From an optimization exercise on the open Yosys and OpenROAD flow, aimed at small area and a short achievable clock period; shortcuts taken in it are not production practice. Where RTL was checked, it was by simulation tests only, not by an equivalence proof against the original. No functional check of the RTL was part of run 1. Power is estimated from default activity; no workload was simulated.

$ cat flow/flow/run.sh
#!/bin/bash
set -euo pipefail
export BUFFER_PORTS_ARGS="-buffer_cell sky130_fd_sc_hd__buf_2"
bash standard.sh > standard.log 2>&1
$ cat flow/standard.sh
#!/bin/bash
# synth_recipe.tcl (not shown) runs the flow's synth.tcl, then flattens the netlist and writes it again
# the make line also repeats each setting of config.mk as NAME=value (left out here)
make -C /OpenROAD-flow-scripts/flow DESIGN_CONFIG=/design/flow/config.mk WORK_HOME=/design/flow/orfs CLKGATE_MAP_FILE= SYNTH_SCRIPT=/design/flow/synth_recipe.tcl "${@:-finish}"
$ cat flow/config.mk
export PLATFORM = sky130hd
export DESIGN_NAME = whac_core
export DESIGN_NICKNAME = whac_core
export VERILOG_FILES = /design/flow/design.v
export SDC_FILE = /design/flow/constraint.sdc
export NUM_CORES = 4
export LEC_CHECK = 0
export ABC_AREA = 1
export CAP_MARGIN = 20
export CORE_MARGIN = 2
export CORE_UTILIZATION = 60
export CTS_BUF_LIST = sky130_fd_sc_hd__clkbuf_8
export CTS_CLUSTER_DIAMETER = 120
export CTS_CLUSTER_SIZE = 20
export PLACE_DENSITY = 0.7
export SLEW_MARGIN = 20
$ cat flow/constraint.sdc
create_clock -name core_clock -period 80.0 [get_ports {clk}]
set_input_delay 16.0000 -clock core_clock [delete_from_list [all_inputs] [get_ports {clk}]]
set_output_delay 16.0000 -clock core_clock [all_outputs]
set_load 0.01 [all_outputs]
$ cat flow/design.v
module whac_core (
    input  wire        clk,
    input  wire        rst,         
    input  wire        pause,
    input  wire        ps2_clk,
    input  wire        ps2_data,
    output wire [11:0] x_pos,
    output wire [11:0] y_pos,
    output wire        left_btn,
    output wire        right_btn,
    output wire [11:0] mole_up,
    output wire        is_start,
    output wire [3:0]  level,
    output wire [2:0]  live,
    output wire [15:0] score,
    output wire [5:0]  note,
    output wire        beep
);
    function [17:0] add;
        input [17:0] a, b;
        input ci;
        integer k;
        reg c;
        begin
            c = ci;
            for (k = 0; k < 18; k = k + 1) begin
                add[k] = a[k] ^ b[k] ^ c;
                c = (a[k] & b[k]) | (c & (a[k] ^ b[k]));
            end
        end
    endfunction
    function ge;
        input [17:0] a, b;
        integer k;
        reg c;
        begin
            c = 1'b1;
            for (k = 0; k < 18; k = k + 1)
                c = (a[k] & ~b[k]) | (c & ~(a[k] ^ b[k]));
            ge = c;
        end
    endfunction
    reg rst_q;
    always @(posedge clk) rst_q <= rst;
    function [10:0] db11;    
        input [10:0] q;
        db11 = {q[9:0], q[10] ^ q[8] ^ (q[9:0] == 10'd0)};
    endfunction
    function [7:0] db8;      
        input [7:0] q;
        db8 = {q[6:0], q[7] ^ q[5] ^ q[4] ^ q[3] ^ (q[6:0] == 7'd0)};
    endfunction
    function [3:0] db4;      
        input [3:0] q;
        db4 = {q[2:0], q[3] ^ q[2] ^ (q[2:0] == 3'd0)};
    endfunction
    localparam [10:0] DIV1 = 11'd1, DIV1023 = 11'd2032;
    localparam [3:0] BC10 = 4'd11;
    reg [1:0] sync;
    reg [3:0] bc;           
    reg [1:0] cnt;          
    reg [8:0] sh;           
    reg [7:0] bx;           
    reg [1:0] bb;           
    reg       upd;          
    wire fall = sync[1] & ~sync[0];
    wire last = (bc == BC10);
    wire done = fall & last;
    always @(posedge clk) begin
        if (rst) sync <= 2'b11;
        else sync <= {sync[0], ps2_clk};
    end
    always @(posedge clk) begin
        if (rst_q) begin
            bc <= 4'd0;
            cnt <= 2'd0;
        end else begin
            if (fall) begin
                bc <= last ? 4'd0 : db4(bc);
                if (last) cnt <= cnt[1] ? 2'd0 : cnt + 2'd1;
            end
        end
    end
    always @(posedge clk) begin
        if (fall & ~last) sh <= {ps2_data, sh[8:1]};
        if (done & (cnt == 2'd0)) bb <= sh[1:0];
        if (done & (cnt == 2'd1)) bx <= sh[7:0];
        upd <= done & cnt[1];
    end
    reg [9:0] xp;
    reg [8:0] yp;
    reg lb, rb;
    wire [7:0] dy = sh[7:0];    
    wire [10:0] sx = add({8'd0, xp}, {{10{bx[7]}}, bx}, 1'b0);
    wire [10:0] sy = add({9'd0, yp}, {{10{dy[7]}}, dy}, 1'b0);
    wire [9:0] nx = sx[10] ? 10'd0 : ge({8'd0, sx[9:0]}, 18'd640) ? 10'd639 : sx[9:0];
    wire [8:0] ny = sy[10] ? 9'd0 : ge({8'd0, sy[9:0]}, 18'd480) ? 9'd479 : sy[8:0];
    always @(posedge clk) begin
        if (rst_q) begin
            xp <= 10'd320;
            yp <= 9'd240;
            lb <= 1'b0;
            rb <= 1'b0;
        end else if (upd) begin
            xp <= nx;
            yp <= ny;
            lb <= bb[0];
            rb <= bb[1];
        end
    end
    assign x_pos = {2'b00, xp};
    assign y_pos = {3'b000, yp};
    assign left_btn = lb;
    assign right_btn = rb;
    wire [11:0] inbox;
    wire yA0 = ge({9'd0, yp}, 18'd273) & ge(18'd307, {9'd0, yp});
    wire yA1 = ge({9'd0, yp}, 18'd270) & ge(18'd305, {9'd0, yp});
    wire yA2 = ge({9'd0, yp}, 18'd271) & ge(18'd306, {9'd0, yp});
    wire yA3 = ge({9'd0, yp}, 18'd270) & ge(18'd306, {9'd0, yp});
    wire yB  = ge({9'd0, yp}, 18'd320) & ge(18'd352, {9'd0, yp});
    wire yC  = ge({9'd0, yp}, 18'd374) & ge(18'd408, {9'd0, yp});
    function inx;
        input [9:0] x, x0, x1;
        inx = ge({8'd0, x}, {8'd0, x0}) & ge({8'd0, x1}, {8'd0, x});
    endfunction
    assign inbox[0]  = inx(xp, 106, 151) & yA0;
    assign inbox[1]  = inx(xp, 230, 274) & yA1;
    assign inbox[2]  = inx(xp, 350, 392) & yA2;
    assign inbox[3]  = inx(xp, 470, 513) & yA3;
    assign inbox[4]  = inx(xp, 94,  140) & yB;
    assign inbox[5]  = inx(xp, 224, 269) & yB;
    assign inbox[6]  = inx(xp, 353, 400) & yB;
    assign inbox[7]  = inx(xp, 480, 528) & yB;
    assign inbox[8]  = inx(xp, 78,  125) & yC;
    assign inbox[9]  = inx(xp, 218, 271) & yC;
    assign inbox[10] = inx(xp, 357, 408) & yC;
    assign inbox[11] = inx(xp, 496, 550) & yC;
    reg [15:0] rnd;
    reg [4:0] r25;
    reg [1:0] u;
    wire fb = rnd[15] ^ rnd[13] ^ rnd[12] ^ rnd[10];
    wire [4:0] r25n;   
    assign r25n[0] = (~r25[4] & ~r25[3] & ~r25[2] & fb) | (~r25[4] & ~r25[3] & fb & ~rnd[15]) | (~r25[4] & r25[2] & r25[1] & ~fb & rnd[15]) | (~r25[4] & r25[3] & ~fb & rnd[15]) | (~r25[4] & ~r25[2] & fb & ~rnd[15]) | (r25[3] & r25[2] & r25[0] & ~fb) | (r25[3] & r25[2] & r25[1] & ~fb) | (r25[4] & ~r25[3] & ~r25[2] & ~r25[1] & ~fb) | (r25[4] & ~fb & ~rnd[15]) | (r25[4] & r25[3] & fb & rnd[15]) | (r25[4] & r25[2] & fb & rnd[15]) | (r25[4] & r25[1] & fb & rnd[15]) | (~r25[4] & ~r25[3] & ~r25[1] & ~r25[0] & fb);
    assign r25n[1] = (~r25[4] & ~r25[3] & ~r25[2] & ~r25[0] & rnd[15]) | (~r25[4] & ~r25[3] & ~r25[1] & ~r25[0] & rnd[15]) | (~r25[4] & ~r25[3] & r25[0] & ~rnd[15]) | (~r25[4] & ~r25[0] & fb & rnd[15]) | (r25[3] & r25[0] & ~fb & rnd[15]) | (r25[0] & fb & ~rnd[15]) | (r25[4] & ~r25[0] & ~fb & ~rnd[15]) | (~r25[3] & ~r25[2] & ~r25[1] & ~r25[0] & fb & rnd[15]) | (r25[4] & r25[0] & ~fb & rnd[15]) | (r25[3] & r25[2] & r25[1] & ~r25[0] & ~fb & ~rnd[15]) | (r25[3] & ~r25[2] & r25[0] & ~rnd[15]) | (r25[4] & r25[2] & r25[0] & fb) | (r25[4] & r25[1] & r25[0] & fb) | (r25[2] & r25[1] & r25[0] & ~fb & rnd[15]);
    assign r25n[2] = (~r25[1] & ~r25[0] & rnd[15]) | (~r25[4] & ~r25[3] & ~r25[2] & r25[1] & r25[0]) | (~r25[4] & ~r25[3] & r25[1] & ~rnd[15]) | (~r25[4] & r25[1] & r25[0] & fb) | (r25[3] & ~r25[1] & ~fb & rnd[15]) | (r25[4] & ~r25[1] & ~r25[0] & ~fb) | (r25[1] & fb & ~rnd[15]) | (r25[4] & ~r25[1] & ~fb & rnd[15]) | (r25[1] & r25[0] & ~rnd[15]) | (r25[4] & r25[2] & ~r25[1] & rnd[15]) | (r25[3] & ~r25[2] & r25[1] & ~rnd[15]);
    assign r25n[3] = (~r25[4] & ~r25[3] & ~r25[2] & ~r25[1] & ~r25[0] & rnd[15]) | (~r25[4] & ~r25[3] & r25[2] & ~rnd[15]) | (r25[3] & ~r25[2] & r25[0] & fb & rnd[15]) | (r25[3] & ~r25[2] & r25[1] & rnd[15]) | (r25[3] & r25[2] & ~r25[1] & ~r25[0] & rnd[15]) | (r25[4] & ~r25[2] & fb & ~rnd[15]) | (r25[4] & r25[3] & rnd[15]) | (r25[4] & ~r25[2] & r25[0] & ~rnd[15]) | (r25[4] & ~r25[2] & ~r25[1] & r25[0] & fb) | (r25[4] & ~r25[2] & r25[1] & ~rnd[15]) | (r25[2] & ~r25[1] & ~r25[0] & ~fb & ~rnd[15]) | (r25[4] & r25[2] & r25[1] & rnd[15]) | (~r25[4] & r25[2] & ~r25[1] & r25[0] & ~fb & rnd[15]);
    assign r25n[4] = (~r25[4] & ~r25[3] & ~r25[2] & r25[1] & rnd[15]) | (~r25[4] & ~r25[3] & r25[2] & ~r25[1] & ~r25[0] & rnd[15]) | (r25[3] & ~r25[2] & ~rnd[15]) | (r25[3] & ~r25[1] & ~r25[0] & ~fb & ~rnd[15]) | (r25[3] & r25[2] & r25[0] & fb & rnd[15]) | (r25[4] & ~r25[3] & ~r25[2] & ~r25[1] & rnd[15]) | (r25[4] & r25[2] & fb & ~rnd[15]) | (r25[4] & r25[2] & r25[0] & ~rnd[15]) | (r25[4] & r25[2] & r25[1] & ~rnd[15]) | (r25[3] & r25[2] & r25[1] & rnd[15]) | (~r25[4] & ~r25[3] & ~r25[2] & r25[0] & rnd[15]) | (~r25[4] & ~r25[3] & ~r25[1] & r25[0] & ~fb & rnd[15]);
    wire [1:0] un;     
    assign un[0] = (u[1] & ~rnd[1] & ~rnd[15]) | (~u[1] & ~u[0] & rnd[1] & ~rnd[15]) | (u[1] & rnd[1] & rnd[15]) | (u[0] & ~rnd[1] & rnd[15]);
    assign un[1] = (~u[1] & ~u[0] & ~rnd[1] & rnd[15]) | (u[1] & rnd[1] & ~rnd[15]) | (u[0] & ~rnd[1] & ~rnd[15]) | (u[0] & rnd[1] & rnd[15]);
    always @(posedge clk) begin
        if (rst_q) begin
            rnd <= 16'hACE1;
            r25 <= 5'd7;        
            u <= 2'd0;          
        end else begin
            rnd <= {rnd[14:0], fb};
            r25 <= r25n;
            u <= un;
        end
    end
    wire [2:0] s = rnd[2:0];
    wire [2:0] k8 = s - r25[2:0];
    wire [7:0] k25;         
    assign k25[0] = (k8[0]);
    assign k25[1] = (k8[1]);
    assign k25[2] = (k8[2]);
    assign k25[3] = (k8[0]);
    assign k25[4] = (~k8[1] & k8[0]) | (k8[1] & ~k8[0]);
    assign k25[5] = (~k8[2] & k8[1] & ~k8[0]) | (k8[2] & ~k8[1]) | (k8[2] & k8[0]);
    assign k25[6] = (~k8[2] & k8[1] & k8[0]) | (k8[2] & ~k8[1]);
    assign k25[7] = (k8[2] & k8[1]);
    wire [7:0] m200 = add({13'd0, r25}, {10'd0, k25}, 1'b0);           
    wire [6:0] v_gap = add({13'd0, r25}, (rnd[0] ^ r25[0]) ? 18'd50 : 18'd25, 1'b0);   
    reg        started;
    reg [13:0] sc;
    reg [7:0]  tl;          
    reg [8:0]  rr;
    reg        gdec;        
    reg [11:0] mole;
    reg [3:0]  lvl;
    reg [2:0]  lives;
    reg        mclk, rclk, hit;
    wire is_win = lvl[3] & (lvl[2] | lvl[1]);
    wire is_lose = (lives == 3'd0);
    wire frozen = is_win | is_lose;
    wire mole_any = |mole;
    wire [3:0] d = gdec ? lvl - 4'd1 : lvl;
    wire unz = ge({9'd0, rr}, {14'd0, d});    
    wire tnz = (|tl) | unz;                   
    wire act = started & ~pause;              
    wire timeout = ~frozen & ~tnz;
    wire hitp = ~frozen & hit;
    wire gapload = timeout & mole_any | hitp;
    wire appear = timeout & ~mole_any;
    wire [13:0] thr;        
    assign thr[0] = 1'b0;
    assign thr[1] = 1'b0;
    assign thr[2] = (lvl[0]);
    assign thr[3] = (lvl[1]);
    assign thr[4] = (~lvl[2] & lvl[0]) | (lvl[2] & ~lvl[0]);
    assign thr[5] = (~lvl[3] & ~lvl[2] & ~lvl[1]) | (lvl[2] & lvl[1]) | (~lvl[2] & ~lvl[0]);
    assign thr[6] = (~lvl[3] & ~lvl[1]) | (~lvl[2] & lvl[1]);
    assign thr[7] = 1'b1;
    assign thr[8] = 1'b1;
    assign thr[9] = (~lvl[0]);
    assign thr[10] = (lvl[1] & lvl[0]) | (~lvl[1] & ~lvl[0]);
    assign thr[11] = (lvl[2] & lvl[0]) | (lvl[2] & lvl[1]) | (lvl[3] & ~lvl[0]);
    assign thr[12] = (lvl[3] & lvl[0]);
    assign thr[13] = 1'b0;
    wire lvup = ge({4'd0, sc}, {4'd0, thr});
    wire [1:0] a3, b3;
    wire [2:0] a5, a6, b6, a7, b7;
    wire [3:0] a9, b9;
    assign a3[0] = (~r25[4] & ~r25[3] & ~r25[2] & ~r25[1] & ~r25[0]) | (~r25[4] & ~r25[3] & ~r25[2] & r25[1] & r25[0]) | (~r25[4] & ~r25[3] & r25[2] & r25[1] & ~r25[0]) | (r25[3] & ~r25[2] & ~r25[1] & r25[0]) | (r25[3] & r25[2] & ~r25[1] & ~r25[0]) | (r25[4] & r25[3]) | (r25[4] & ~r25[2] & r25[1] & ~r25[0]) | (r25[4] & r25[2] & ~r25[1] & r25[0]) | (r25[3] & r25[2] & r25[1] & r25[0]);
    assign a3[1] = (~r25[4] & ~r25[3] & ~r25[2] & ~r25[1] & r25[0]) | (~r25[4] & ~r25[3] & r25[2] & ~r25[1] & ~r25[0]) | (~r25[4] & ~r25[3] & r25[2] & r25[1] & r25[0]) | (r25[3] & ~r25[2] & r25[1] & ~r25[0]) | (r25[4] & ~r25[3] & ~r25[2] & ~r25[1] & ~r25[0]) | (r25[4] & ~r25[2] & r25[1] & r25[0]) | (r25[3] & r25[2] & ~r25[1] & r25[0]) | (r25[4] & r25[2] & r25[1] & ~r25[0]);
    assign b3[0] = (~k8[2] & ~k8[1] & k8[0]) | (k8[2] & ~k8[1] & ~k8[0]) | (k8[2] & k8[1] & k8[0]);
    assign b3[1] = (~k8[2] & k8[1] & ~k8[0]) | (k8[2] & ~k8[1] & k8[0]);
    assign a5[0] = (~r25[4] & ~r25[3] & ~r25[2] & r25[0]) | (~r25[4] & ~r25[3] & r25[2] & r25[1] & ~r25[0]) | (~r25[4] & r25[3] & ~r25[2] & ~r25[1] & ~r25[0]) | (r25[3] & r25[2] & ~r25[1] & r25[0]) | (r25[4] & ~r25[3] & ~r25[2] & ~r25[0]) | (r25[4] & r25[2] & r25[0]) | (~r25[4] & ~r25[2] & r25[1] & r25[0]);
    assign a5[1] = (~r25[4] & r25[3] & ~r25[1] & ~r25[0]) | (r25[3] & r25[2] & ~r25[1]) | (r25[4] & ~r25[2] & ~r25[1] & r25[0]) | (r25[4] & r25[1] & ~r25[0]) | (~r25[4] & ~r25[3] & ~r25[2] & r25[1]) | (~r25[3] & r25[2] & r25[1] & r25[0]);
    assign a5[2] = (r25[4] & ~r25[2] & r25[1] & r25[0]) | (r25[4] & r25[3]) | (r25[3] & ~r25[2] & ~r25[1] & r25[0]) | (~r25[4] & ~r25[3] & r25[2] & ~r25[1] & ~r25[0]) | (r25[3] & r25[2] & r25[1] & ~r25[0]);
    assign a6[0] = (r25[0]);
    assign a6[1] = (~r25[4] & ~r25[3] & r25[2] & ~r25[1]) | (r25[3] & ~r25[2] & r25[1]) | (r25[4] & ~r25[3] & ~r25[2] & ~r25[1]) | (r25[4] & r25[2] & r25[1]);
    assign a6[2] = (~r25[4] & ~r25[3] & ~r25[2] & ~r25[1]) | (~r25[4] & ~r25[3] & r25[2] & r25[1]) | (r25[3] & r25[2] & ~r25[1]) | (r25[4] & r25[3]) | (r25[4] & ~r25[2] & r25[1]);
    assign b6[0] = (k8[0]);
    assign b6[1] = (~k8[2] & k8[1]);
    assign b6[2] = (k8[2] & ~k8[1]);
    assign a7[0] = (~r25[4] & ~r25[3] & ~r25[2] & r25[0]) | (~r25[3] & r25[2] & r25[1] & ~r25[0]) | (r25[3] & ~r25[2] & ~r25[0]) | (r25[4] & r25[2] & ~r25[0]) | (r25[3] & r25[2] & r25[0]) | (~r25[3] & ~r25[2] & ~r25[1] & r25[0]);
    assign a7[1] = (~r25[4] & ~r25[3] & ~r25[2] & ~r25[1]) | (~r25[4] & ~r25[3] & ~r25[1] & ~r25[0]) | (~r25[4] & r25[2] & r25[1] & r25[0]) | (~r25[4] & ~r25[2] & ~r25[1] & ~r25[0]) | (r25[3] & r25[1] & r25[0]) | (r25[4] & r25[1] & ~r25[0]) | (r25[4] & r25[2] & ~r25[1] & r25[0]) | (r25[3] & r25[2] & r25[1]);
    assign a7[2] = (~r25[4] & ~r25[2] & r25[1]) | (~r25[4] & ~r25[3] & r25[2] & ~r25[1] & ~r25[0]) | (r25[3] & ~r25[2] & r25[0]) | (r25[4] & ~r25[2] & ~r25[1]) | (r25[4] & r25[2] & r25[1] & r25[0]) | (r25[4] & ~r25[2] & ~r25[0]);
    assign b7[0] = (~k8[2] & k8[1]) | (k8[1] & ~k8[0]);
    assign b7[1] = (k8[2] & ~k8[1]) | (k8[2] & ~k8[0]);
    assign b7[2] = (~k8[2] & k8[0]) | (~k8[1] & k8[0]);
    assign a9[0] = (~r25[4] & ~r25[3] & ~r25[0]) | (r25[3] & r25[0]) | (r25[4] & r25[3]) | (r25[4] & r25[2] & ~r25[0]) | (r25[4] & r25[1] & ~r25[0]);
    assign a9[1] = (~r25[4] & ~r25[3] & ~r25[1] & r25[0]) | (~r25[4] & r25[1] & ~r25[0]) | (r25[3] & r25[1]) | (r25[4] & r25[3]) | (r25[4] & r25[1] & r25[0]) | (r25[4] & r25[2] & ~r25[1] & ~r25[0]);
    assign a9[2] = (~r25[4] & ~r25[3] & ~r25[2] & r25[1] & r25[0]) | (r25[3] & r25[2]) | (r25[4] & r25[3]) | (~r25[4] & r25[2] & ~r25[0]) | (r25[4] & r25[2] & r25[0]) | (r25[2] & ~r25[1] & r25[0]) | (r25[2] & r25[1] & ~r25[0]);
    assign a9[3] = (r25[4] & ~r25[3] & ~r25[2] & ~r25[1] & ~r25[0]) | (~r25[4] & ~r25[3] & r25[2] & r25[1] & r25[0]);
    assign b9[0] = (~k8[2] & k8[0]) | (~k8[2] & k8[1]) | (k8[2] & ~k8[1] & ~k8[0]);
    assign b9[1] = (~k8[2] & k8[0]) | (k8[2] & k8[1] & ~k8[0]);
    assign b9[2] = (~k8[2] & ~k8[1] & k8[0]) | (k8[1] & ~k8[0]) | (k8[2] & k8[1]);
    assign b9[3] = (k8[2] & ~k8[1] & k8[0]);
    reg  [3:0] ra, rb_;
    always @(*) begin
        case (lvl)
            4'd2: begin ra = 4'd0; rb_ = {3'd0, s[0]}; end
            4'd3: begin ra = {2'd0, a3}; rb_ = {2'd0, b3}; end
            4'd4: begin ra = 4'd0; rb_ = {2'd0, s[1:0]}; end
            4'd5: begin ra = {1'd0, a5}; rb_ = 4'd0; end
            4'd6: begin ra = {1'd0, a6}; rb_ = {1'd0, b6}; end
            4'd7: begin ra = {1'd0, a7}; rb_ = {1'd0, b7}; end
            4'd8: begin ra = 4'd4; rb_ = {1'd0, s}; end
            4'd9: begin ra = a9; rb_ = b9; end
            default: begin ra = 4'd0; rb_ = 4'd0; end
        endcase
    end
    wire [4:0] ry = add({14'd0, ra}, {14'd0, rb_}, 1'b0);
    wire [4:0] rz = add({13'd0, ry}, ~{14'd0, lvl}, 1'b1);
    wire [3:0] vrem = ge({13'd0, ry}, {14'd0, lvl}) ? rz[3:0] : ry[3:0];
    wire [6:0] k100 = 7'd100 - {3'd0, vrem};                      
    wire [8:0] lq = add({10'd0, m200}, {11'd0, k100}, 1'b0);      
    reg [11:0] mole_a;      
    wire [3:0] hole = {u, rnd[1:0]};
    wire clear_a = (frozen & rclk) | hitp | (timeout & mole_any);
    always @(*) begin
        mole_a = mole;
        if (clear_a) mole_a = 12'd0;
        else if (appear) mole_a = 12'd1 << hole;
    end
    wire hit_h = |(inbox & mole);                     
    wire [11:0] ibh = inbox >> hole;
    wire hit_a = ~clear_a & (appear ? ibh[0] : hit_h);
    always @(posedge clk) begin
        if (rst_q) begin
            started <= 1'b0;
            sc <= 14'd0;
            mole <= 12'd0;
            lvl <= 4'd1;
            lives <= 3'd5;
        end else if (!started) begin
            if (mclk) started <= 1'b1;
        end else if (!pause) begin
            mole <= mole_a;
            if (frozen) begin
                if (rclk) begin
                    started <= 1'b0;
                    sc <= 14'd0;
                    lvl <= 4'd1;
                    lives <= 3'd5;
                end
            end else begin
                if (timeout & mole_any) lives <= lives - 3'd1;
                if (hitp) begin
                    sc <= add({4'd0, sc}, {9'd0, rr}, 1'b0);
                    if (lvup) lvl <= lvl + 4'd1;
                end
            end
        end
    end
    always @(posedge clk) begin
        if (!started) begin
            tl <= 8'd0;
            rr <= 9'd0;
            gdec <= 1'b0;
        end else if (!pause & !frozen) begin
            if (appear) begin
                tl <= 8'd0;
                rr <= lq;
                gdec <= 1'b0;
            end else if (gapload) begin
                tl <= 8'd0;
                rr <= {2'b00, v_gap};
                gdec <= hitp & lvup;
            end else begin
                tl <= db8(tl);
                if (tl == 8'd0) rr <= add({9'd0, rr}, ~{14'd0, d}, 1'b1);
            end
        end
    end
    always @(posedge clk) begin
        mclk <= lb;
        rclk <= rb;
        hit <= lb & (act ? hit_a : hit_h);
    end
    assign mole_up = mole;
    assign is_start = started;
    assign level = lvl;
    assign live = lives;
    assign score = {2'b00, sc};
    reg [10:0] div;         
    reg        playing;
    reg [5:0]  p;
    reg [7:0]  pt;          
    reg [5:0]  note_r;
    reg        pwin, plose;
    reg [2:0]  plive;
    reg [13:0] psc;
    wire [2:0]  m_lc;       
    wire [5:0]  m_note;
    wire [0:0]  m_end;
    wire [16:0] per;
    localparam [5:0] B_LOSE = 6'd0;
    localparam [5:0] B_LIVE = 6'd13;
    localparam [5:0] B_CLICK = 6'd23;
    localparam [5:0] B_WIN = 6'd32;
    localparam [5:0] B_SCORE = 6'd55;
    assign m_lc[0] = (~p[4] & ~p[2]) | (p[5] & ~p[4]) | (~p[2] & p[1] & p[0]) | (p[5] & ~p[3] & ~p[2]);
    assign m_lc[1] = (~p[5] & ~p[3] & p[2]) | (~p[5] & ~p[3] & ~p[1]) | (p[5] & ~p[4] & ~p[2]) | (p[4] & p[2]) | (p[5] & p[3] & ~p[1]) | (~p[3] & p[2] & ~p[1]) | (p[4] & p[3] & p[1] & ~p[0]) | (~p[4] & ~p[2] & p[0]);
    assign m_lc[2] = (~p[4] & ~p[3] & p[2]) | (~p[3] & p[1] & ~p[0]) | (p[5] & ~p[4]) | (p[5] & ~p[3] & ~p[1]) | (~p[4] & ~p[3] & ~p[1]);
    assign m_note[0] = (p[5] & ~p[4] & ~p[2] & p[1] & ~p[0]) | (~p[3] & p[2] & ~p[1] & p[0]) | (~p[5] & ~p[3] & p[2] & p[1] & ~p[0]) | (p[5] & p[2] & ~p[1] & p[0]) | (p[4] & p[2]) | (p[4] & p[3] & ~p[1] & ~p[0]) | (~p[5] & p[4] & p[3] & ~p[0]);
    assign m_note[1] = (~p[3] & p[2] & ~p[1]) | (p[4] & ~p[3] & ~p[1]) | (p[5] & ~p[4] & ~p[3]) | (~p[5] & p[4] & p[2]) | (~p[4] & ~p[3] & ~p[0]) | (~p[5] & ~p[4] & p[3] & p[1]) | (p[4] & p[3] & p[1] & ~p[0]) | (p[5] & ~p[3] & ~p[0]);
    assign m_note[2] = (~p[5] & p[2] & ~p[1]) | (p[5] & ~p[4] & ~p[3] & ~p[2] & ~p[0]) | (p[5] & ~p[4] & ~p[3] & p[1]) | (p[3] & p[2] & ~p[1] & ~p[0]) | (~p[5] & p[4] & p[1] & ~p[0]) | (~p[5] & ~p[4] & p[2] & p[0]) | (p[5] & ~p[3] & p[2] & p[0]) | (p[5] & p[3] & ~p[2] & ~p[1] & p[0]);
    assign m_note[3] = (p[3] & ~p[2] & p[1] & ~p[0]) | (~p[5] & ~p[3] & ~p[2] & ~p[0]) | (~p[4] & ~p[2] & ~p[1] & p[0]) | (p[5] & ~p[3] & p[2] & p[1]) | (p[5] & p[2] & ~p[1] & ~p[0]) | (p[5] & p[3] & p[2] & ~p[1]) | (~p[4] & ~p[3] & ~p[2] & ~p[1]) | (p[5] & ~p[4] & ~p[3] & p[1] & p[0]) | (~p[5] & p[3] & p[2] & p[1] & p[0]);
    assign m_note[4] = (p[4] & ~p[1]) | (p[5] & p[3] & ~p[2] & ~p[1] & ~p[0]) | (~p[4] & p[3] & p[1] & p[0]) | (p[5] & p[4] & ~p[0]) | (p[5] & p[3] & p[2] & p[1]) | (~p[5] & p[4] & p[2]);
    assign m_note[5] = (~p[5] & p[3] & p[2] & ~p[1]) | (~p[5] & p[3] & p[2] & ~p[0]);
    assign m_end[0] = (p[4] & ~p[2] & p[1] & p[0]) | (~p[5] & ~p[4] & p[3] & ~p[2]);
    assign per[0] = (~note_r[5] & ~note_r[4] & ~note_r[3] & ~note_r[1]) | (note_r[2] & ~note_r[1] & note_r[0]) | (note_r[4] & ~note_r[3] & ~note_r[2] & ~note_r[0]) | (~note_r[4] & ~note_r[3] & ~note_r[2] & note_r[0]);
    assign per[1] = (note_r[2] & ~note_r[1] & note_r[0]) | (~note_r[5] & ~note_r[4] & ~note_r[3] & note_r[1]) | (note_r[5] & note_r[2]) | (~note_r[4] & note_r[3] & ~note_r[2] & note_r[1]);
    assign per[2] = (note_r[5]) | (~note_r[4] & note_r[3] & note_r[2] & ~note_r[0]) | (~note_r[3] & note_r[2] & note_r[0]) | (~note_r[3] & ~note_r[1] & note_r[0]);
    assign per[3] = (note_r[5]) | (note_r[3] & ~note_r[1]) | (~note_r[1] & note_r[0]) | (note_r[4] & note_r[2]) | (~note_r[4] & ~note_r[3] & note_r[0]) | (note_r[4] & ~note_r[3] & note_r[1] & ~note_r[0]);
    assign per[4] = (~note_r[2] & ~note_r[1] & ~note_r[0]) | (note_r[4] & note_r[3] & ~note_r[2]) | (note_r[3] & ~note_r[1] & ~note_r[0]) | (~note_r[3] & note_r[2] & note_r[0]) | (note_r[5] & ~note_r[2]);
    assign per[5] = (note_r[5]) | (~note_r[4] & note_r[3] & note_r[1]) | (note_r[3] & ~note_r[2] & ~note_r[1]) | (note_r[2] & note_r[1] & ~note_r[0]) | (~note_r[3] & ~note_r[2] & ~note_r[0]);
    assign per[6] = (note_r[5]) | (note_r[4] & note_r[1] & note_r[0]) | (note_r[3] & note_r[2] & note_r[1]) | (~note_r[2] & ~note_r[1] & ~note_r[0]) | (note_r[4] & note_r[2]) | (note_r[3] & ~note_r[1] & ~note_r[0]);
    assign per[7] = (~note_r[2] & ~note_r[1] & ~note_r[0]) | (note_r[2] & note_r[0]) | (note_r[4] & note_r[3] & note_r[2]) | (note_r[4] & ~note_r[2] & ~note_r[1]) | (~note_r[4] & ~note_r[3] & note_r[0]) | (note_r[4] & ~note_r[3] & note_r[1] & ~note_r[0]);
    assign per[8] = (note_r[5]) | (note_r[3] & ~note_r[1] & ~note_r[0]) | (note_r[4] & note_r[2]) | (note_r[4] & ~note_r[1]) | (~note_r[4] & ~note_r[2] & ~note_r[0]) | (note_r[4] & ~note_r[3] & ~note_r[0]);
    assign per[9] = (~note_r[3] & ~note_r[2] & ~note_r[0]) | (~note_r[4] & note_r[3] & note_r[2] & ~note_r[0]) | (note_r[4] & ~note_r[2] & ~note_r[1]) | (~note_r[5] & ~note_r[4] & ~note_r[3] & ~note_r[1]) | (~note_r[4] & ~note_r[2] & note_r[1] & ~note_r[0]);
    assign per[10] = (~note_r[4] & ~note_r[2] & note_r[1]) | (note_r[3] & note_r[2] & ~note_r[1]) | (~note_r[1] & note_r[0]) | (~note_r[3] & ~note_r[2] & ~note_r[0]) | (note_r[4] & note_r[3] & note_r[2]);
    assign per[11] = (~note_r[5] & ~note_r[4] & ~note_r[3]) | (~note_r[5] & ~note_r[2] & ~note_r[0]) | (note_r[3] & note_r[0]) | (note_r[1] & note_r[0]);
    assign per[12] = (note_r[2] & ~note_r[1] & note_r[0]) | (~note_r[4] & note_r[1] & ~note_r[0]) | (note_r[4] & ~note_r[2] & ~note_r[1]) | (~note_r[4] & ~note_r[3] & ~note_r[1]) | (note_r[3] & ~note_r[2] & ~note_r[0]);
    assign per[13] = (~note_r[4] & ~note_r[3] & ~note_r[1]) | (~note_r[4] & note_r[3] & note_r[2] & note_r[1]) | (note_r[3] & note_r[0]) | (note_r[5]) | (note_r[3] & ~note_r[2] & ~note_r[1]);
    assign per[14] = (note_r[3] & ~note_r[1] & ~note_r[0]) | (note_r[3] & ~note_r[2]) | (note_r[4] & note_r[3]) | (~note_r[4] & ~note_r[2] & note_r[0]);
    assign per[15] = (~note_r[4] & note_r[3]) | (note_r[4] & ~note_r[3]);
    assign per[16] = (~note_r[5] & ~note_r[4] & ~note_r[3]);
    wire tick = (div == DIV1023);
    wire ev_win = is_win & ~pwin;
    wire ev_lose = is_lose & ~plose;
    wire ev_score = ~ge({4'd0, psc}, {4'd0, sc});           
    wire ev_live = ~ge({15'd0, lives}, {15'd0, plive});     
    wire pt_hit;
    assign pt_hit = ((m_lc == 3'd1) & (pt == 8'd0)) |
        ((m_lc == 3'd0) & (pt == 8'd92)) |
        ((m_lc == 3'd2) & (pt == 8'd50)) |
        ((m_lc == 3'd4) & (pt == 8'd130)) |
        ((m_lc == 3'd7) & (pt == 8'd136)) |
        ((m_lc == 3'd3) & (pt == 8'd177)) |
        ((m_lc == 3'd6) & (pt == 8'd169)) |
        ((m_lc == 3'd5) & (pt == 8'd14));
    always @(posedge clk) begin
        if (rst_q) begin
            div <= DIV1;
            playing <= 1'b0;
            note_r <= 6'd0;
            pwin <= 1'b0;
            plose <= 1'b0;
            plive <= 3'd5;
            psc <= 14'd0;
        end else begin
            div <= db11(div);
            if (tick) begin
                if (playing) begin
                    if (pt_hit) begin
                        if (m_end) begin
                            playing <= 1'b0;
                            note_r <= 6'd0;
                        end else begin
                            note_r <= m_note;
                        end
                    end
                end else if (ev_win | ev_lose | ev_score | ev_live | mclk) begin
                    playing <= 1'b1;
                end
                pwin <= is_win;
                plose <= is_lose;
                plive <= lives;
                psc <= sc;
            end
        end
    end
    always @(posedge clk) begin
        if (tick) begin
            if (playing) begin
                if (pt_hit) begin
                    pt <= 8'd0;
                    p <= p + 6'd1;
                end else begin
                    pt <= db8(pt);
                end
            end else begin
                pt <= 8'd0;
                if (ev_win) p <= B_WIN;
                else if (ev_lose) p <= B_LOSE;
                else if (ev_score) p <= B_SCORE;
                else if (ev_live) p <= B_LIVE;
                else p <= B_CLICK;
            end
        end
    end
    assign note = note_r;
    reg [16:0] cnt_b;
    reg        beep_r;
    always @(posedge clk) begin
        if (note_r == 6'd0) begin
            cnt_b <= 17'd0;
            beep_r <= 1'b0;
        end else if (ge({1'b0, cnt_b}, {1'b0, per})) begin
            cnt_b <= 17'd0;
            beep_r <= ~beep_r;
        end else begin
            cnt_b <= cnt_b + 17'd1;
        end
    end
    assign beep = beep_r;
endmodule
==> results of run 1 <==
==> path summary, 6_finish.rpt <==
path                  to  slack, ps
setup / recovery  lvl[2]      62350
hold / removal    rnd[4]        410
setup reg to reg   rr[7]      71760
hold reg to reg   rnd[4]        410
==> flip-flops by register name (all words and copies together) (netlist names), 3 cells and up <==
register,flops
tl,8
p,6
bx,8
plive,3
bc,4
sc,14
note_r,6
cnt_b,17
sh,9
lvl,4
pt,8
psc,14
mole,12
rr,9
yp,9
r25,5
div,11
lives,3
xp,10
rnd,16
==> critical path, delay by kind of cell <==
family	cells	cell delay, ps
buffers and inverters	4	750
AOI/OAI and AO/OA	2	200
and+or+nand+nor	5	1060
==> kinds of logic (layout without fill, tap and decap cells) <==
group           after synthesis  after routing  synth area share
xor+xnor                     30             30            0.0201
compound gates              393            393             0.177
flops                       197            197             0.328
fa+ha+maj                   131            131             0.151
other cells                   1              8          0.000287
simple gates                669            669             0.219
buf+inv                     345            392             0.103
mux                           2              2           0.00173
==> metal layers <==
metal  global-route usage  wire (um)
met3               0.0449       2040
met1                0.399      14700
met4               0.0822        601
met5                    0          0
met2                0.471      14700
==> power by group through the flow <==
stage	combinational [W]	clock, W	sequential, W
floorplan	0.0000563	0	0.000106
global placement	0.0000709	0	0.000109
detailed placement	0.0000713	0	0.000109
CTS	0.0000718	0.0000650	0.000107
global route	0.0000829	0.0000686	0.000108
finish	0.0000724	0.0000634	0.000107
==> through the flow <==
| step | power [W] | util |
|---|---|---|
| finish | 0.000243 | 0.659 |
| CTS | 0.000244 | 0.658 |
| floorplan | 0.000163 | - |
| global route | 0.000259 | 0.658 |
| global placement | 0.000180 | 0.640 |
| detailed placement | 0.000181 | 0.640 |
==> layout make-up <==
| type | count | area [um^2] |
|---|---|---|
| diodes | 1 | 2.50 |
| clock buffers | 17 | 234 |
| clock inverters | 15 | 160 |
| fillers | 1916 | 7220 |
| inverters | 289 | 1090 |
| multi-input cells | 1232 | 7460 |
| flip-flops and latches | 197 | 4280 |
| well taps | 275 | 344 |
| repair buffers | 71 | 368 |
==> layout by cell type (no fill, tap or decap), types with 5 or more instances in the layout <==
cell       Yosys  routed
ha_1          86      86
o31ai_1       11      11
a31oi_1       18      18
dfxtp_1      164     163
inv_6          1       6
o22ai_1       14      14
nand4_1       15      15
buf_4          7       5
o211ai_1      13      13
xnor2_1       11      11
o2111ai_1      7       7
o21a_1         6       6
nand3_1       67      67
conb_1         1       7
nor2_1       206     206
a21oi_1      120     120
o21ai_0      143     143
buf_2          2      66
inv_1        276     277
nor2_2        11      11
o21bai_1       5       5
a211oi_1      15      15
a22oi_1        6       6
xor2_1        19      19
clkbuf_8       0      17
clkinv_1       9       9
nand2_1      277     277
nor3_1        46      45
fa_1          45      45
nor4_1        17      17
a221oi_1       7       7
or2_2         19      19
edfxtp_1      33      33
==> flow_summary_export.csv, run 1 <==
group,metric,value,unit
timing,holdWs,415,ps
synth,yosysSeqAreaShare,0.328,
synth,ys_ff_latch,197,
finish,fin_cells,2097,
timing,fin_crit_sh,0.221,
setup_path,critical_path.max_stage_delay,470,ps
timing,post-route-min-period,17650,ps
setup_path,cp-end-kind,"register",
clock_tree,cts_buffer_depth,2,
global_routing,grt_max_degree,73,
synth,yosys.area.top_type,"dfxtp_1",
die,die_area,0.0229,mm^2
route,drt_wl_total,32000,um
setup_path,crit_slowest_cell,"nor2_2",
timing,rsz0062_at_grt,"no",
route,dr.pass1.iters,6,
setup_path,r2r-start,"r25[0]",
clock_tree,clkTransAtPathRegs,110,ps
timing,hold_viol_final,0,
die,die_w,151,um
placement,pre_cts_ws,61930,ps
die,row_count,53,
placement,io_buffers,66,
pwr,switching_share,0.371,
placement,dpl_cell_area,0.0135,mm^2
global_routing,gr-total-overflow,0,
route,drt-vias-per-instance,5.72,
synth,synth_area_per_cell,7.38,um^2
synth,synthArstFlopShare,0,
global_routing,grt_usage,0.289,
timing,slew_headroom,0.426,
clock_tree,clock_latency,490,ps
synth,syn_inst,1768,
clock_tree,cts_buffers,17,
hold_path,min_from,"rnd[3]",
run_status,status,"timing/DRC/antenna clean",
setup_path,crit_fanout,17,
clock_tree,ctsResizeCount,0,
route,routed-via-count,12000,
finish,finalNetCount,1944,
hold_path,min_path_cells,2,
clock_tree,clock_sinks,197,
clock_tree,postCtsSetupRepairBufs,0,
pwr,ir_drop,0.0000146,V
route,wire_per_inst,15.3,um
clock_tree,cts_hold_buf,0,
die,core,0.0212,mm^2
pwr,powerDensity,17.4,mW/mm^2
pwr,switchingPower,0.0000901,W
timing,tightest_slew,861,ps
global_routing,grt_pass1_vias,11100,
setup_path,cp_cell_sequence,"buf_2 -> nor2_1 -> inv_1 -> nor2_2 -> clkinv_1 -> nor2_1 -> nor2_1 -> inv_1 -> nand2_1 -> o21ai_0 -> a21oi_1",
global_routing,grt_first_pass_wirelength,53700,um
setup_path,start_kind,"input pin",
pwr,power_frac_clock,0.261,
route,drtIter0Drc,856,
timing,setup_tns,0,ps
die,io_pins,74,
flow_run,maxCapViolations,0,
synth,synth_cell_type_count,60,
synth,synth_area_leaders,"dfxtp_1 25%, ha_1 8.2%, nand2_1 8.0%, inv_1 7.9%, edfxtp_1 7.6%",
placement,hpwl,24100,um
finish,fin_area,0.0139,mm^2
timing,max_freq,56.7,MHz
setup_path,worst-r2r-cell-count,36,
synth,synth_common_cells,"277 x nand2_1, 276 x inv_1, 206 x nor2_1",
placement,dpl.cell_count,2064,
synth,synth_ff_type,"dfxtp_1",
finish,syn_to_final_growth,6.76,%
clock_tree,htreeDepth,4,
setup_path,cp_data_required_time,80380,ps
timing,finClkSkew,29.5,ps
pwr,internal_power,0.000153,W
setup_path,cp_common_cell,"nor2_1",
global_routing,antenna_found_initial,0,
synth,synth_edf_count,33,
clock_tree,clockRootBuffer,"clkbuf_8",
synth,yosys.area.top_type_share,0.252,
timing,finalWorstSetupSlack,62350,ps
setup_path,worst-setup-path-type,"input pin to register",
setup_path,cp-startpoint,"pause",
clock_tree,cts_tree,"done",
synth,syn_area,0.0131,mm^2
pwr,pwr-share-seq,0.441,
route,final_antenna_net_count,0,
route,drc_errors,0,
pwr,p_leak,6.11,nW
hold_path,hold_path.class,"register to register",
die,start_util,0.617,
setup_path,crit_arrival,18030,ps
finish,drive_gt1_frac,0.0785,
synth,yosysWarnings,1,
placement,gp_congestion,0.949,
die,fp.dieH,151,um
pwr,combPwrFrac,0.298,
timing,finalSetupViolCount,0,
timing,slew_violations,0,
synth,yosysMostFrequentCell,"nand2_1",
==> inputs of run 2 (changes only) <==
--- a/flow/design.v
+++ b/flow/design.v
@@ -36,7 +36,7 @@
         begin
             c = 1'b1;
             for (k = 0; k < 18; k = k + 1)
-                c = (a[k] & ~b[k]) | (c & ~(a[k] ^ b[k]));
+                c = (a[k] & ~b[k]) | (c & (a[k] | ~b[k]));
             ge = c;
         end
     endfunction
==> flow/flow/run.sh (replaced) <==
#!/bin/bash
set -euo pipefail
export BUFFER_PORTS_ARGS="-buffer_cell sky130_fd_sc_hd__buf_2"
export SETUP_SLACK_MARGIN=62.7
bash standard.sh > standard.log 2>&1
--- a/flow/config.mk
+++ b/flow/config.mk
@@ -9,8 +9,7 @@
 export CAP_MARGIN = 20
 export CORE_MARGIN = 2
 export CORE_UTILIZATION = 60
-export CTS_BUF_LIST = sky130_fd_sc_hd__clkbuf_8
-export CTS_CLUSTER_DIAMETER = 120
-export CTS_CLUSTER_SIZE = 20
+export CTS_CLUSTER_DIAMETER = 150
+export CTS_CLUSTER_SIZE = 25
 export PLACE_DENSITY = 0.7
 export SLEW_MARGIN = 20
==> flow_summary_export.csv, run 2 <==
group,metric,value,unit
synth,syn_inst,1798,
timing,post-route-min-period,17210,ps
setup_path,path_delay_family,"flip-flops",
global_routing,gr-max-usage-layer,"met2",
synth,ys_ff_latch,197,
setup_path,cp_cell_sequence,"buf_2",
setup_path,critical_path.max_stage_delay,560,ps
finish,drive_gt1_frac,0.104,
route,wire_per_inst,15.6,um
timing,max_freq,58.1,MHz
clock_tree,cts_buffer_depth,2,
finish,final_cell_mix,"275 x nand2_1, 270 x inv_1, 219 x nor2_1",
clock_tree,clockRootBuffer,"clkbuf_16",
finish,largestRegisters,"cnt_b: 17 flops, rnd: 16 flops",
setup_path,worst-setup-path-type,"register to primary output",
synth,yosysWarnings,1,
timing,hold_viol_final,0,
finish,diodes,0,
die,row_count,54,
timing,setup_tns,0,ps
synth,synth_area_per_cell,7.31,um^2
finish,nFillCells,1924,
synth,yosys.area.top_type_share,0.250,
route,drc_errors,0,
global_routing,grtUsageMet1,0.380,
setup_path,start_kind,"register",
global_routing,grt_usage,0.289,
finish,top_register,"cnt_b",
synth,synthArstFlopShare,0,
synth,synth_area_leaders,"dfxtp_1 25%, nand2_1 7.9%, inv_1 7.7%, edfxtp_1 7.5%, fa_1 6.9%",
timing,rsz0062_at_grt,"no",
setup_path,crit_arrival,1210,ps
global_routing,gr-total-overflow,0,
die,start_util,0.606,
hold_path,hold_path.class,"register to register",
timing,finClkSkew,10.2,ps
finish,fin_cells,2124,
clock_tree,cts_buffers,17,
flow_run,maxCapViolations,0,
synth,synth_ff_type,"dfxtp_1",
timing,fin_crit_sh,0.215,
clock_tree,clock_sinks,197,
run_status,status,"timing/DRC/antenna clean",
global_routing,grt_first_pass_wirelength,56200,um
timing,slew_headroom,0.377,
route,final_antenna_net_count,0,
timing,finalWorstSetupSlack,62790,ps
placement,gp_congestion,0.962,
placement,dpl.cell_count,2092,
die,io_pins,74,
clock_tree,cts_tree,"done",
clock_tree,cts_hold_buf,0,
synth,synth_common_cells,"275 x nand2_1, 270 x inv_1, 220 x nor2_1",
setup_path,cp-end-kind,"primary output",
timing,slew_violations,0,
die,die_area,0.0231,mm^2
route,dr.pass1.iters,7,
synth,yosysMostFrequentCell,"nand2_1",
synth,synth_cell_type_count,60,
route,routed-via-count,12100,
clock_tree,htreeDepth,4,
finish,largest_reg_flops,17,
global_routing,grt_max_degree,77,
setup_path,crit_fanout,8,
placement,pre_cts_ws,62110,ps
die,die_w,152,um
global_routing,grt_pass1_vias,11400,
clock_tree,clock_latency,440,ps
placement,hpwl,24900,um
die,fp.dieH,152,um
die,core,0.0217,mm^2
global_routing,use_met2,0.493,
timing,finalSetupViolCount,0,
synth,yosys.area.top_type,"dfxtp_1",
finish,finalNetCount,1937,
setup_path,crit_slowest_cell,"dfxtp_1",
setup_path,cp_data_required_time,64000,ps
pwr,p_leak,5.99,nW
timing,tightest_slew,912,ps
global_routing,antenna_found_initial,0,
synth,syn_area,0.0131,mm^2
route,drt-vias-per-instance,5.71,
synth,synth_edf_count,33,
pwr,ir_drop,0.0000202,V
setup_path,critical_path_buf_inv_count,1,
pwr,powerDensity,19.8,mW/mm^2
global_routing,grt_use_met3,0.0434,
pwr,finalPower,0.000281,W
synth,yosysSeqAreaShare,0.325,
finish,syn_to_final_growth,7.90,%
placement,io_buffers,66,
clock_tree,clkTransAtPathRegs,80,ps
finish,final_common_cell,"nand2_1",
route,drtIter0Drc,946,
route,drt_wl_total,33100,um
-- run 2: cell types whose count changed in the layout (fill, tap and decap cells not counted), sizes merged, moves of 7 or more --
cell / change
ha: -30
nand3: +19
nor2: +24
nor3: -8
o211ai: +7
or2: +8
-- run 2: per-stage QoR --
step	area (um^2)	util	hold WS (ps)
CTS	14200	0.653	380
global placement	13600	0.625	355
global route	14200	0.654	384
floorplan	13200	-	388
detailed placement	13600	0.625	368
finish	14200	0.654	379
-- run 2: worst paths after layout --
path	from	endpoint	slack, ps	cells after the start
max	xp[6]	x_pos[6]	62790	1
min reg2reg	rb	rclk	380	0
min	rb	rclk	380	0
max reg2reg	r25[1]	rr[7]	71710	37
-- run 2: cell families (layout without fill, tap and decap cells) --
group / Yosys count / after routing / share of synthesized area
AND/OR/NAND/NOR: 713 / 713 / 0.244
flip-flops: 197 / 197 / 0.325
adder cells (fa/ha/maj): 102 / 102 / 0.123
buffers and inverters: 352 / 392 / 0.107
other: 1 / 7 / 0.000285
AO/OA/AOI/OAI: 407 / 407 / 0.183
XOR/XNOR: 26 / 26 / 0.0173
-- run 2: power breakdown --
group          leakage [nW]  internal, W  switching (W)   total, W
logic                  4.07    0.0000306      0.0000556  0.0000862
clock network         0.289    0.0000429      0.0000434  0.0000864
registers              1.63     0.000103     0.00000536   0.000108
-- run 2: timing repair --
item,CTS,global route
resized for setup,3,7
endpoints found under the setup margin,13,11
buffers inserted,0,0
-- run 2: cell type report --
class / instances / area [um^2] / area share
multi-input cells: 1255 / 7490 / 0.528
flip-flops and latches: 197 / 4290 / 0.302
inverters: 289 / 1090 / 0.0767
clock buffers: 18 / 439 / 0.0310
repair buffers: 71 / 368 / 0.0259
well taps: 280 / 350 / 0.0247
clock inverters: 14 / 159 / 0.0112
-- run 2: layer usage --
layer | part of all wire | wire, um
met3 | 0.061 | 2020
met5 | 0 | 0
met4 | 0.022 | 735
met1 | 0.43 | 14300
met2 | 0.48 | 16000
==> inputs of run 3 (changes only) <==
==> flow/flow/run.sh (replaced) <==
#!/bin/bash
set -euo pipefail
export BUFFER_PORTS_ARGS="-buffer_cell sky130_fd_sc_hd__buf_2"
export SETUP_SLACK_MARGIN=62.8
bash standard.sh > standard.log 2>&1
==> flow_summary_export.csv, run 3 <==
group,metric,value,unit
global_routing,grt_usage,0.289,
die,die_area,0.0231,mm^2
placement,hpwl,24900,um
synth,yosysWarnings,1,
timing,tightest_slew,941,ps
placement,io_buffers,66,
setup_path,crit_fanout,13,
flow_run,maxCapViolations,0,
placement,dpl.cell_count,2092,
global_routing,antenna_found_initial,0,
run_status,status,"timing/DRC/antenna clean",
timing,hold_viol_final,0,
synth,synth_ff_type,"dfxtp_1",
setup_path,crit_slowest_cell,"dfxtp_2",
clock_tree,cts_buffer_depth,2,
finish,final_cell_mix,"275 x nand2_1, 270 x inv_1, 219 x nor2_1",
finish,top_register,"cnt_b",
pwr,powerDensity,19.8,mW/mm^2
route,routed-via-count,12200,
finish,drive_gt1_frac,0.108,
finish,fin_cells,2124,
die,core,0.0217,mm^2
route,drtIter0Drc,981,
die,io_pins,74,
setup_path,crit_arrival,1150,ps
die,die_w,152,um
global_routing,gr-total-overflow,0,
clock_tree,cts_tree,"done",
die,start_util,0.606,
setup_path,worst-setup-path-type,"register to primary output",
die,row_count,54,
clock_tree,clock_latency,440,ps
synth,syn_inst,1798,
synth,synth_cell_type_count,60,
setup_path,critical_path.max_stage_delay,520,ps
timing,holdWs,381,ps
clock_tree,clkTransAtPathRegs,80,ps
route,final_antenna_net_count,0,
setup_path,crit_cells,1,
clock_tree,cts_buffers,17,
synth,synth_common_cells,"275 x nand2_1, 270 x inv_1, 220 x nor2_1",
finish,syn_to_final_growth,8.00,%
timing,finalWorstSetupSlack,62850,ps
setup_path,cp-end-kind,"primary output",
route,drc_errors,0,
synth,synth_area_leaders,"dfxtp_1 25%, nand2_1 7.9%, inv_1 7.7%, edfxtp_1 7.5%, fa_1 6.9%",
global_routing,grt_pass1_vias,11500,
global_routing,grt_max_degree,77,
setup_path,path_delay_family,"flip-flops",
synth,synthArstFlopShare,0,
timing,rsz0062_at_grt,"no",
synth,synth_area_per_cell,7.31,um^2
setup_path,start_kind,"register",
synth,yosysSeqAreaShare,0.325,
setup_path,critical_path_buf_inv_count,1,
route,dr.pass1.iters,5,
timing,finClkSkew,10.9,ps
setup_path,worst-r2r-cell-count,37,
timing,slew_headroom,0.356,
timing,max_freq,58.3,MHz
route,wire_per_inst,15.6,um
pwr,finalPower,0.000281,W
setup_path,r2r_slack,71670,ps
pwr,ir_drop,0.0000204,V
timing,setup_tns,0,ps
timing,fin_crit_sh,0.214,
synth,ys_ff_latch,197,
synth,syn_area,0.0131,mm^2
pwr,p_leak,5.99,nW
clock_tree,clockRootBuffer,"clkbuf_16",
finish,largestRegisters,"cnt_b: 17 flops, rnd: 16 flops",
clock_tree,cts_hold_buf,0,
global_routing,grt_first_pass_wirelength,56200,um
synth,yosys.area.top_type_share,0.250,
synth,yosysMostFrequentCell,"nand2_1",
finish,diodes,0,
clock_tree,htreeDepth,4,
placement,pre_cts_ws,62110,ps
finish,finalNetCount,1937,
timing,post-route-min-period,17150,ps
setup_path,cp_data_required_time,64000,ps
finish,final_common_cell,"nand2_1",
timing,slew_violations,0,
hold_path,min_path_cells,0,
clock_tree,clock_sinks,197,
synth,yosys.area.top_type,"dfxtp_1",
finish,largest_reg_flops,17,
setup_path,cp_cell_sequence,"buf_2",
hold_path,hold_path.class,"register to register",
synth,synth_edf_count,33,
route,drt_wl_total,33200,um
timing,finalSetupViolCount,0,
placement,gp_congestion,0.962,
route,drt-vias-per-instance,5.73,
die,fp.dieH,152,um
## run 3: cell counts after synthesis
No cell type changed its count.
## run 3: path summary, 6_finish.rpt
path,endpoint,startpoint
max,note[3],note_r[3]
min,rclk,rb
max reg2reg,rr[7],r25[1]
min reg2reg,rclk,rb
## run 3: cell families after synthesis
family	count (synthesis)	synth area share
simple gates	713	0.244
fa+ha+maj	102	0.123
flops	197	0.325
buf+inv	352	0.107
other cells	1	0.000285
compound gates	407	0.183
xor+xnor	26	0.0173
## run 3: where the power goes
| part | leakage, nW | switching, W | internal, W |
|---|---|---|---|
| registers | 1.64 | 0.00000550 | 0.000103 |
| logic | 4.07 | 0.0000558 | 0.0000306 |
| clock network | 0.289 | 0.0000433 | 0.0000429 |
## run 3: area by class of cell
| cell class | count | area, um^2 |
|---|---|---|
| clock buffers | 18 | 439 |
| clock inverters | 14 | 159 |
| fillers | 1926 | 7490 |
| inverters | 289 | 1090 |
| multi-input cells | 1255 | 7490 |
| flip-flops and latches | 197 | 4300 |
| well taps | 280 | 350 |
| repair buffers | 71 | 368 |
## run 3: per-stage QoR
step | utilization | area [um^2]
3_3_place_gp | 0.625 | 13600
3_5_place_dp | 0.625 | 13600
5_1_grt | 0.654 | 14200
4_1_cts | 0.654 | 14200
2_1_floorplan | - | 13200
6_report | 0.654 | 14200
## run 3: timing repair
item / 4_1_cts / 5_1_grt
setup buffers: 0 / 0
endpoints found under the setup margin: 23 / 16
gates resized for setup: 13 / 6
## run 3: layer usage
layer,track usage,share of wire,up-vias
met5,0,0,-
met2,0.494,0.49,457
met1,0.380,0.43,5626
met4,0.0868,0.021,0
met3,0.0434,0.058,59
li1,-,-,6026
==> inputs of run 4 (changes only) <==
--- a/flow/config.mk
+++ b/flow/config.mk
@@ -8,8 +8,8 @@
 export ABC_AREA = 1
 export CAP_MARGIN = 20
 export CORE_MARGIN = 2
-export CORE_UTILIZATION = 60
+export CORE_UTILIZATION = 75
 export CTS_CLUSTER_DIAMETER = 150
 export CTS_CLUSTER_SIZE = 25
-export PLACE_DENSITY = 0.7
+export PLACE_DENSITY = 0.85
 export SLEW_MARGIN = 20
==> flow_summary_export.csv, run 4 <==
group,metric,value,unit
run_status,status,"timing/DRC/antenna clean",
timing,slew_violations,0,
die,die_w,136,um
die,start_util,0.762,
clock_tree,clock_latency,440,ps
synth,synth_area_leaders,"dfxtp_1 25%, nand2_1 7.9%, inv_1 7.7%, edfxtp_1 7.5%, fa_1 6.9%",
die,core,0.0172,mm^2
synth,synth_cell_type_count,60,
route,drtIter0Drc,1546,
synth,synthArstFlopShare,0,
die,fp.dieH,136,um
die,io_pins,74,
finish,syn_to_final_growth,7.46,%
route,final_antenna_net_count,0,
placement,gp_congestion,1.02,
finish,nFillCells,1148,
setup_path,worst-setup-path-type,"register to primary output",
synth,syn_area,0.0131,mm^2
flow_run,maxCapViolations,0,
synth,yosysSeqAreaShare,0.325,
placement,io_buffers,66,
finish,largestRegisters,"cnt_b: 17 flops, rnd: 16 flops",
hold_path,hold_path.class,"register to register",
timing,max_freq,58.3,MHz
global_routing,gr-total-overflow,0,
pwr,powerDensity,20.0,mW/mm^2
route,drt_wl_total,33800,um
synth,syn_inst,1798,
clock_tree,cts_tree,"done",
clock_tree,htreeDepth,4,
timing,tightest_slew,941,ps
timing,rsz0062_at_grt,"no",
pwr,finalPower,0.000283,W
global_routing,grt_first_pass_wirelength,55900,um
finish,drive_gt1_frac,0.109,
synth,synth_edf_count,33,
pwr,p_leak,5.99,nW
timing,finClkSkew,11.2,ps
clock_tree,clock_sinks,197,
setup_path,crit_cells,1,
pwr,ir_drop,0.0000209,V
clock_tree,clockRootBuffer,"clkbuf_16",
timing,finalSetupViolCount,0,
route,met1_length,13400,um
setup_path,start_kind,"register",
finish,finalNetCount,1936,
route,drt-vias-per-instance,6.11,
route,drc_errors,0,
timing,hold_viol_final,0,
route,wire_per_inst,16.4,um
finish,largest_reg_flops,17,
setup_path,cp_data_required_time,64000,ps
global_routing,antenna_found_initial,0,
setup_path,critical_path.max_stage_delay,520,ps
route,dr_wl_met2,16400,um
setup_path,cp-end-kind,"primary output",
finish,top_register,"cnt_b",
synth,yosys.area.top_type,"dfxtp_1",
global_routing,grt_pass1_vias,12100,
setup_path,crit_slowest_cell,"dfxtp_1",
synth,yosys.area.top_type_share,0.250,
setup_path,crit_arrival,1160,ps
route,maxUsedRoutingLayer,"met4",
setup_path,crit_fanout,7,
clock_tree,cts_buffer_depth,2,
finish,final_common_cell,"nand2_1",
synth,yosysWarnings,1,
finish,final_util,0.819,
die,row_count,48,
synth,synth_common_cells,"275 x nand2_1, 270 x inv_1, 220 x nor2_1",
clock_tree,clkTransAtPathRegs,70,ps
route,met3_wirelength,2710,um
timing,slew_headroom,0.357,
synth,synth_area_per_cell,7.31,um^2
synth,yosysMostFrequentCell,"nand2_1",
timing,fin_crit_sh,0.214,
route,routed-via-count,12600,
placement,hpwl,24400,um
setup_path,cp-startpoint,"yp[8]",
timing,setup_tns,0,ps
finish,diodes,0,
synth,synth_ff_type,"dfxtp_1",
global_routing,grt_max_degree,78,
setup_path,r2r_slack,71580,ps
setup_path,critical_path_buf_inv_count,1,
setup_path,path_delay_family,"flip-flops",
setup_path,worst-r2r-cell-count,37,
die,die_area,0.0186,mm^2
setup_path,cp_cell_sequence,"buf_2",
route,dr.pass1.iters,9,
global_routing,grt_usage,0.371,
setup_path,r2r-start,"r25[0]",
timing,post-route-min-period,17160,ps
synth,ys_ff_latch,197,
hold_path,min_from,"rnd[9]",
hold_path,min_path_cells,1,
clock_tree,cts_buffers,17,
finish,final_cell_mix,"275 x nand2_1, 270 x inv_1, 219 x nor2_1",
## run 4: layer usage
layer | vias up | track usage
met1 | 5806 | 0.452
li1 | 6029 | -
met3 | 132 | 0.0682
met5 | - | 0
met2 | 673 | 0.635
met4 | 0 | 0.177
## run 4: kinds of logic after synthesis
family | after synthesis | synth area share
flip-flops | 197 | 0.325
AO/OA/AOI/OAI | 407 | 0.183
other | 1 | 0.000285
AND/OR/NAND/NOR | 713 | 0.244
adder cells (fa/ha/maj) | 102 | 0.123
buffers and inverters | 352 | 0.107
XOR/XNOR | 26 | 0.0173
## run 4: power by group
part	switching, W	internal (W)	total [W]
clock	0.0000427	0.0000428	0.0000856
sequential	0.00000697	0.000103	0.000110
combinational	0.0000562	0.0000315	0.0000877
## run 4: worst paths after layout
path | end
max | y_pos[8]
min | rnd[10]
max reg2reg | rr[7]
min reg2reg | rnd[10]
## run 4: metrics by stage
step | area [um^2] | instances | hold WS, ps | setup slack [ps]
finish | 14100 | 2068 | 411 | 62840
global route | 14100 | 2068 | 421 | 62810
CTS | 14100 | 2068 | 411 | 62720
detailed placement | 13500 | 2036 | 394 | 62100
global placement | 13500 | 2036 | 392 | 62250
floorplan | 13200 | 1804 | 388 | 62900
## run 4: timing repair
action | in CTS | in global routing
hold buffers | 0 | 0
hold endpoints to repair | 0 | 0
endpoints found under the setup margin | 23 | 18
resized for setup | 12 | 9
setup buffers | 0 | 0
## run 4: layout make-up
type / instances / area (um^2) / area share
clock buffers: 18 / 439 / 0.0311
clock inverters: 14 / 158 / 0.0112
inverters: 289 / 1090 / 0.0770
multi-input cells: 1255 / 7500 / 0.531
flip-flops and latches: 197 / 4300 / 0.304
well taps: 225 / 282 / 0.0199
repair buffers: 70 / 360 / 0.0255
==> inputs of run 5 (changes only) <==
==> flow/flow/run.sh (replaced) <==
#!/bin/bash
set -euo pipefail
rm -rf scripts_abc
cp -r "$FLOW_HOME/scripts" scripts_abc
printf 'strash\ndch\nmap -a\ntopo\nstrash\ndch\nmap -a\ntopo\nstrash\ndch\nmap -a\ntopo\n' > scripts_abc/abc_area.script
export SCRIPTS_DIR="$PWD/scripts_abc"
export BUFFER_PORTS_ARGS="-buffer_cell sky130_fd_sc_hd__buf_2"
export SETUP_SLACK_MARGIN=62.8
bash standard.sh > standard.log 2>&1
--- a/flow/config.mk
+++ b/flow/config.mk
@@ -8,8 +8,8 @@
 export ABC_AREA = 1
 export CAP_MARGIN = 20
 export CORE_MARGIN = 2
-export CORE_UTILIZATION = 75
+export CORE_UTILIZATION = 60
 export CTS_CLUSTER_DIAMETER = 150
 export CTS_CLUSTER_SIZE = 25
-export PLACE_DENSITY = 0.85
+export PLACE_DENSITY = 0.7
 export SLEW_MARGIN = 20
==> flow_summary_export.csv, run 5 <==
group,metric,value,unit
pwr,powerDensity,19.3,mW/mm^2
synth,yosysMostFrequentCell,"clkinv_1",
clock_tree,cts_hold_buf,0,
setup_path,path_delay_family,"flip-flops",
route,dr.pass1.iters,6,
run_status,status,"timing/DRC/antenna clean",
route,drt-vias-per-instance,6.02,
die,row_count,52,
global_routing,antenna_found_initial,0,
timing,rsz0062_at_grt,"no",
pwr,switchingPower,0.0000921,W
die,die_area,0.0216,mm^2
pwr,power_frac_clock,0.331,
clock_tree,clkTransAtPathRegs,80,ps
placement,gp_congestion,0.975,
global_routing,grt_usage,0.298,
timing,finClkSkew,10.7,ps
die,start_util,0.609,
route,drtIter0Drc,1020,
timing,max_freq,58.2,MHz
timing,setup_tns,0,ps
synth,synth_ff_type,"dfxtp_1",
timing,slew_violations,0,
setup_path,cp-startpoint,"note_r[5]",
synth,syn_inst,1594,
global_routing,grt_first_pass_wirelength,52900,um
hold_path,min_from,"lb",
route,maxUsedRoutingLayer,"met4",
synth,synth_common_cells,"271 x clkinv_1, 254 x nor2_1, 164 x dfxtp_1",
finish,final_common_cell,"clkinv_1",
pwr,internal_power,0.000170,W
finish,final_cell_mix,"266 x clkinv_1, 250 x nor2_1, 149 x dfxtp_1",
pwr,combPwrFrac,0.262,
synth,yosysSeqAreaShare,0.349,
clock_tree,cts_tree,"done",
clock_tree,clock_latency,440,ps
setup_path,cp_data_required_time,64000,ps
setup_path,critical_path.max_stage_delay,550,ps
setup_path,r2r-start,"r25[1]",
clock_tree,clockRootBuffer,"clkbuf_16",
route,wire_per_inst,16.5,um
route,met1_length,14000,um
route,dr_wl_met2,15400,um
synth,synth_area_leaders,"dfxtp_1 27%, clkinv_1 8.3%, edfxtp_1 8.1%, nor2_1 7.8%, fa_1 7.4%",
pwr,p_leak,4.94,nW
setup_path,cp_cell_sequence,"buf_2",
finish,drive_gt1_frac,0.0919,
clock_tree,cts_buffers,17,
placement,io_buffers,66,
clock_tree,htreeDepth,4,
timing,tightest_slew,911,ps
placement,pre_cts_ws,62370,ps
flow_run,maxCapViolations,0,
synth,yosys.area.top_type,"dfxtp_1",
synth,syn_area,0.0122,mm^2
synth,synthArstFlopShare,0,
pwr,switching_share,0.351,
finish,finalNetCount,1791,
synth,yosys.area.top_type_share,0.268,
global_routing,gr-total-overflow,0,
synth,synth_edf_count,33,
synth,yosysWarnings,1,
route,drc_errors,0,
timing,slew_headroom,0.391,
placement,hpwl,23800,um
setup_path,crit_fanout,8,
finish,diodes,0,
pwr,ir_drop,0.0000168,V
synth,synth_area_per_cell,7.68,um^2
placement,dpl.cell_count,1933,
timing,hold_viol_final,0,
finish,syn_to_final_growth,11.2,%
timing,finalSetupViolCount,0,
finish,top_register,"cnt_b",
setup_path,crit_slowest_cell,"dfxtp_1",
setup_path,worst-setup-path-type,"register to primary output",
die,die_w,147,um
setup_path,critical_path_buf_inv_count,1,
setup_path,cp-end-kind,"primary output",
global_routing,grt_pass1_vias,10900,
die,core,0.0201,mm^2
synth,ys_ff_latch,197,
finish,fin_cells,1968,
route,met3_wirelength,2300,um
die,fp.dieH,147,um
finish,largest_reg_flops,17,
clock_tree,cts_buffer_depth,2,
timing,finalWorstSetupSlack,62810,ps
route,final_antenna_net_count,0,
route,drt_wl_total,32400,um
synth,synth_cell_type_count,49,
die,io_pins,74,
hold_path,hold_path.class,"register to register",
timing,fin_crit_sh,0.215,
clock_tree,clock_sinks,197,
finish,largestRegisters,"cnt_b: 17 flops, rnd: 16 flops",
timing,post-route-min-period,17190,ps
setup_path,start_kind,"register",
pwr,pwr-share-seq,0.407,
route,routed-via-count,11900,
setup_path,crit_arrival,1190,ps
pwr,finalPower,0.000262,W
global_routing,grt_max_degree,77,
run 5: changes by cell type after synthesis, moves of 14 or more:
| cell | delta |
|---|---|
| a22oi_1 | +29 |
| clkbuf_1 | -41 |
| clkinv_1 | +265 |
| inv_1 | -270 |
| nand2_1 | -140 |
| nand3_1 | -27 |
| nor2_1 | +34 |
| or2_2 | -14 |
run 5: worst register-to-register path: cells and delay by family, from the launching register on:
family / cells / cell delay (ps)
and+or+nand+nor: 3 / 650
DFF: 1 / 680
adders and majority gates: 14 / 4910
AOI/OAI and AO/OA: 7 / 1360
buffers and inverters: 8 / 1020
run 5: timing repair:
item                       CTS  global route
setup buffers                0             2
gates cloned                 0             1
pin swaps                    0             1
resized for setup            8             9
setup endpoints to repair    8            13
run 5: stage by stage:
| step | hold WS (ps) | util | instance area, um^2 |
|---|---|---|---|
| 2_1_floorplan | 383 | - | 12300 |
| 3_3_place_gp | 360 | 0.644 | 12900 |
| 3_5_place_dp | 367 | 0.644 | 12900 |
| 4_1_cts | 381 | 0.674 | 13600 |
| 5_1_grt | 394 | 0.677 | 13600 |
| 6_report | 385 | 0.677 | 13600 |
run 5: logic make-up (layout without fill, tap and decap cells):
kind of cell    count (synthesis)  in the layout  synth area share
simple gates                  534            535             0.185
compound gates                465            465             0.234
other cells                     1              7          0.000306
xor+xnor                       17             17            0.0122
flops                         197            197             0.349
fa+ha+maj                     102            102             0.132
buf+inv                       278            375            0.0874
run 5: final cells by class:
| type | instances | area [um^2] |
|---|---|---|
| Inverter | 271 | 1020 |
| Clock buffer | 18 | 439 |
| Multi-Input combinational cell | 1126 | 6970 |
| Timing Repair Buffer | 72 | 388 |
| Tap cell | 270 | 338 |
| Fill cell | 1708 | 6490 |
| Clock inverter | 14 | 163 |
| Sequential cell | 197 | 4290 |
run 5: power groups by stage:
stage	registers [W]	logic [W]	clock network (W)
after floorplan	0.000108	0.0000500	0
after global placement	0.000109	0.0000675	0
after detailed placement	0.000109	0.0000670	0
after CTS	0.000107	0.0000680	0.0000880
after global routing	0.000107	0.0000777	0.0000911
final	0.000107	0.0000688	0.0000868
run 5: metal layers:
metal / global-route usage / vias up
met4: 0.0976 / 0
met1: 0.396 / 5483
li1: - / 5757
met3: 0.0432 / 62
met2: 0.504 / 550
met5: 0 / -
run 5: worst paths after layout:
kind | endpoint | slack (ps) | cells past startpoint
setup reg to reg | rr[7] | 71310 | 32
hold reg to reg | mclk | 380 | 0
hold / removal | mclk | 380 | 0
setup / recovery | note[5] | 62810 | 1

Re-timed with assumed drivers on the ports (clkbuf_16 on the clock, buf_2 on other inputs), run 5 has 62.758 ns of setup slack against 62.807 ns with ideal ports, and 62.505 ns once port delays also move by the mid clock arrival of 0.484 ns.
